Context: an optimization exercise on an open-source flow, tuned for small area. The choices shown serve that exercise and are no tape-out recipe.
RTL that was checked went through simulation tests only; none was proved equivalent to the original.
The flow treats the clock pin as an ideal source, which a real chip does not have.

==> run K <==
Design swerv_mul, start of the top module:
module swerv_mul
  (
   input  logic        clk,
   input  logic        rst_l,        
   input  logic        valid,        
   input  logic        rs1_sign,     
   input  logic        rs2_sign,     
   input  logic        low,          
   input  logic [31:0] a,
   input  logic [31:0] b,
   input  logic        freeze,       
   output logic [31:0] out
   );
   exu_mul_ctl mul_e1 (
      .clk                       (clk),
      .rst_l                     (rst_l),
      .a                         (a),
      .b                         (b),
      .freeze                    (freeze),
      .mp_valid                  (valid),
      .mp_rs1_sign               (rs1_sign),
      .mp_rs2_sign               (rs2_sign),
      .mp_low                    (low),
      .out                       (out));
endmodule
==> module mul_fa1, before the edit <==
module mul_fa1 (input logic x, input logic y, output logic s, output logic c);
   assign s = ~(x ^ y);
   assign c = x | y;
endmodule
clock: 8.0 ns
lec_check: 0
cap_margin: 20
core_margin: 2
core_utilization: 70
place_density: 0.85
setup_slack_margin: 0.05
slew_margin: 20
synth_hierarchical: 1
synth_minimum_keep_size: 0
standard.sh (not shown) runs the stock make flow with config.mk's settings and CLKGATE_MAP_FILE= SYNTH_SCRIPT=/design/flow/synth_recipe.tcl, a recipe that flattens the netlist after the stock synthesis.
==> flow/flow/run.sh <==
#!/bin/bash
# Standard ORFS layout with three changes: the port buffers are the smallest
# buffer cell, CTS uses clkbuf_8 and no dummy loads, and after CTS the
# resizer's power recovery downsizes cells that have setup slack to spare.
set -euo pipefail
here=$(pwd)
bash standard.sh \
  "BUFFER_PORTS_ARGS=-buffer_cell sky130_fd_sc_hd__buf_1" \
  "CTS_ARGS=-sink_clustering_enable -repair_clock_nets -buf_list sky130_fd_sc_hd__clkbuf_8 -dont_use_dummy_load" \
  "POST_CTS_TCL=$here/flow/post_cts.tcl" \
  finish > standard_flow.log 2>&1
==> flow/flow/post_cts.tcl <==
# Downsize cells on paths with setup slack to spare, then re-legalize.
estimate_parasitics -placement
repair_timing -recover_power 100 -setup_margin 0.1 -verbose
detailed_placement
check_placement -verbose
==> inputs of run X, as changes to run K <==
--- a/flow/design.v
+++ b/flow/design.v
@@ -37,6 +37,2 @@
 endmodule
-module mul_fa1 (input logic x, input logic y, output logic s, output logic c);
-   assign s = ~(x ^ y);
-   assign c = x | y;
-endmodule
 module mul_ha (input logic x, input logic y, output logic s, output logic c);
==> comparison table <==
quantity                                                            run K                      run X
Result of the run                                 complete, no violations    complete, no violations
Number of global-route vias before repair                           23234                      23234
Startpoint of the lowest-slack hold path        mul_e1.res_e2_ff.dout[22]  mul_e1.res_e2_ff.dout[22]
Measured slew at the worst slew-check pin                         1210 ps                    1210 ps
Floorplan die width                                                198 um                     198 um
Arrival time at the worst endpoint                                8070 ps                    8070 ps
Hold Path Sink                                  mul_e1.res_e3_ff.dout[22]  mul_e1.res_e3_ff.dout[22]
Largest fanout of any net on the critical path                         34                         34
Count of non-CTS inverters in the layout                               45                         45
CP max stage cell                                   sky130_fd_sc_hd__fa_1      sky130_fd_sc_hd__fa_1
Area leader, netlist                                sky130_fd_sc_hd__fa_1      sky130_fd_sc_hd__fa_1
Required @ worst endpoint                                         8300 ps                    8300 ps
For run K, only the layout was checked, not whether the RTL still works.

==> pepper: inputs <==
swerv_mul, a different RTL version from the one above (not shown whole).
## swerv_mul
module swerv_mul
  (
   input  logic        clk,
   input  logic        rst_l,        
   input  logic        valid,        
   input  logic        rs1_sign,     
   input  logic        rs2_sign,     
   input  logic        low,          
   input  logic [31:0] a,
   input  logic [31:0] b,
   input  logic        freeze,       
   output logic [31:0] out
   );
   exu_mul_ctl mul_e1 (
      .clk                       (clk),
      .rst_l                     (rst_l),
      .a                         (a),
      .b                         (b),
      .freeze                    (freeze),
      .mp_valid                  (valid),
      .mp_rs1_sign               (rs1_sign),
      .mp_rs2_sign               (rs2_sign),
      .mp_low                    (low),
      .out                       (out));
endmodule
clock: 8.0 ns
lec_check: 0
cap_margin: 20
core_margin: 2
core_utilization: 40
slew_margin: 20
synth_hierarchical: 1
synth_minimum_keep_size: 0
run.sh (not shown) runs the stock make flow with config.mk's settings and CLKGATE_MAP_FILE= SYNTH_SCRIPT=/design/flow/synth_recipe.tcl, a recipe that flattens the netlist after the stock synthesis.
Stock flow here: none of the scripts above is used.
==> inputs of willow, as changes to pepper <==
==> flow/flow/run.sh (new file) <==
#!/bin/bash
# Standard ORFS layout, except that the port buffers are the smallest buffer
# cell instead of the default delay buffer.
set -euo pipefail
bash standard.sh "BUFFER_PORTS_ARGS=-buffer_cell sky130_fd_sc_hd__buf_1" finish > standard_flow.log 2>&1
==> flow/standard.sh (new file) <==
#!/bin/bash
# synth_recipe.tcl (not shown) runs the flow's synth.tcl, then flattens the netlist and writes it again
# the make line also repeats each setting of config.mk as NAME=value (left out here)
make -C /OpenROAD-flow-scripts/flow DESIGN_CONFIG=/design/flow/config.mk WORK_HOME=/design/flow/orfs CLKGATE_MAP_FILE= SYNTH_SCRIPT=/design/flow/synth_recipe.tcl "${@:-finish}"
removed: flow/run.sh
==> comparison table <==
item                                                                 pepper      willow
Status                                             timing/DRC/antenna clean  timing/DRC/antenna clean
Placed insts                                                           3587        3581
Placement Cell Area                                              0.0313 mm2  0.0306 mm2
Total buffers and inverters traversed by the critical path                2           0
Highest metal layer with signal wires                                  met4        met5
Post-route fraction of the period consumed by the critical path       0.978       0.978
Maximum single-stage delay on the critical path                     0.69 ns     0.88 ns
Share of post-route cells with drive strength above 1                 0.119       0.117
Post-DP HPWL                                                       85400 um    82500 um
Synth-to-Final Area Change                                            12.3%       10.2%
Number of non-filler instances in the completed layout                 3620        3618
Met2 GRT Util                                                         0.466       0.465

==> maple <==
Another version of the RTL of swerv_mul (not shown whole).
==> flow/config.mk <==
export PLATFORM = sky130hd
export DESIGN_NAME = swerv_mul
export DESIGN_NICKNAME = swerv_mul
export VERILOG_FILES = /design/flow/design.v
export SDC_FILE = /design/flow/constraint.sdc
export NUM_CORES = 4
export LEC_CHECK = 0
export CAP_MARGIN = 20
export CORE_MARGIN = 2
export CORE_UTILIZATION = 70
export PLACE_DENSITY = 0.85
export SETUP_SLACK_MARGIN = 0.05
export SLEW_MARGIN = 20
export SYNTH_HIERARCHICAL = 1
export SYNTH_MINIMUM_KEEP_SIZE = 0
==> flow/constraint.sdc <==
create_clock -name core_clock -period 8.0 [get_ports {clk}]
set_input_delay 1.6000 -clock core_clock [delete_from_list [all_inputs] [get_ports {clk}]]
set_output_delay 1.6000 -clock core_clock [all_outputs]
set_load 0.01 [all_outputs]
standard.sh (not shown) runs the stock make flow with config.mk's settings and CLKGATE_MAP_FILE= SYNTH_SCRIPT=/design/flow/synth_recipe.tcl, a recipe that flattens the netlist after the stock synthesis.
==> flow/flow/run.sh <==
#!/bin/bash
# Standard ORFS layout with three changes: the port buffers are the smallest
# buffer cell, CTS uses clkbuf_8 and no dummy loads, and after CTS the
# resizer's power recovery downsizes cells that have setup slack to spare.
set -euo pipefail
here=$(pwd)
bash standard.sh \
  "BUFFER_PORTS_ARGS=-buffer_cell sky130_fd_sc_hd__buf_1" \
  "CTS_ARGS=-sink_clustering_enable -repair_clock_nets -buf_list sky130_fd_sc_hd__clkbuf_8 -dont_use_dummy_load" \
  "POST_CTS_TCL=$here/flow/post_cts.tcl" \
  finish > standard_flow.log 2>&1
Scripts as last shown in full above: flow/flow/post_cts.tcl
==> inputs of raven, as changes to maple <==
Settings changed: SETUP_SLACK_MARGIN 0.05 to unset.
==> summary of the runs <==
Die area is the same in raven and maple.
Wire length is about the same in maple and raven.
In raven the register-to-register slack is lower than in maple, by 0.06 ns.
In sequential share of layout area, maple and raven hardly differ.
Via count is about the same in raven and maple.
Against maple, the first-iteration DRC count of raven is larger by about 3.3%.
Of maple and raven, maple has the higher non-clock buffer count (gap 4).
Against raven, the setup slack of maple is better by 0.059 ns.
In hold slack, maple and raven hardly differ.

[static timing again, ports no longer ideal]
Ports are ideal in the flow. The routed layouts listed here were re-timed in OpenROAD.
Step 1: set_driving_cell puts a clkbuf_16 on clk and a buf_2 on each other input, an assumption about the parent block.
Step 2, shift: input delay + t, output delay - t, t = (earliest + latest rising clock arrival at the registers) / 2. This alone moves slack from input paths to output paths.
Three values: ideal ports, drivers, drivers and shift; two values: the first two.
run	t, ns	setup WS [ns]	worst setup path at the end	clock arrival spread, ns	worst slew at a driven data input, ns
run K	0.587	0.238 / 0.238 / 0.238	register to register	0.050 / 0.050	0.09
run X	0.587	0.238 / 0.238 / 0.238	register to register	0.050 / 0.050	0.09
pepper	0.538	0.175 / 0.175 / 0.175	register to register	0.014 / 0.014	0.06
willow	0.564	0.173 / 0.173 / 0.173	register to register	0.034 / 0.034	0.07
maple	0.581	0.292 / 0.292 / 0.292	register to register	0.031 / 0.031	0.06
raven	0.583	0.233 / 0.233 / 0.233	register to register	0.032 / 0.031	0.06
After both steps setup and hold are still met in every run listed.
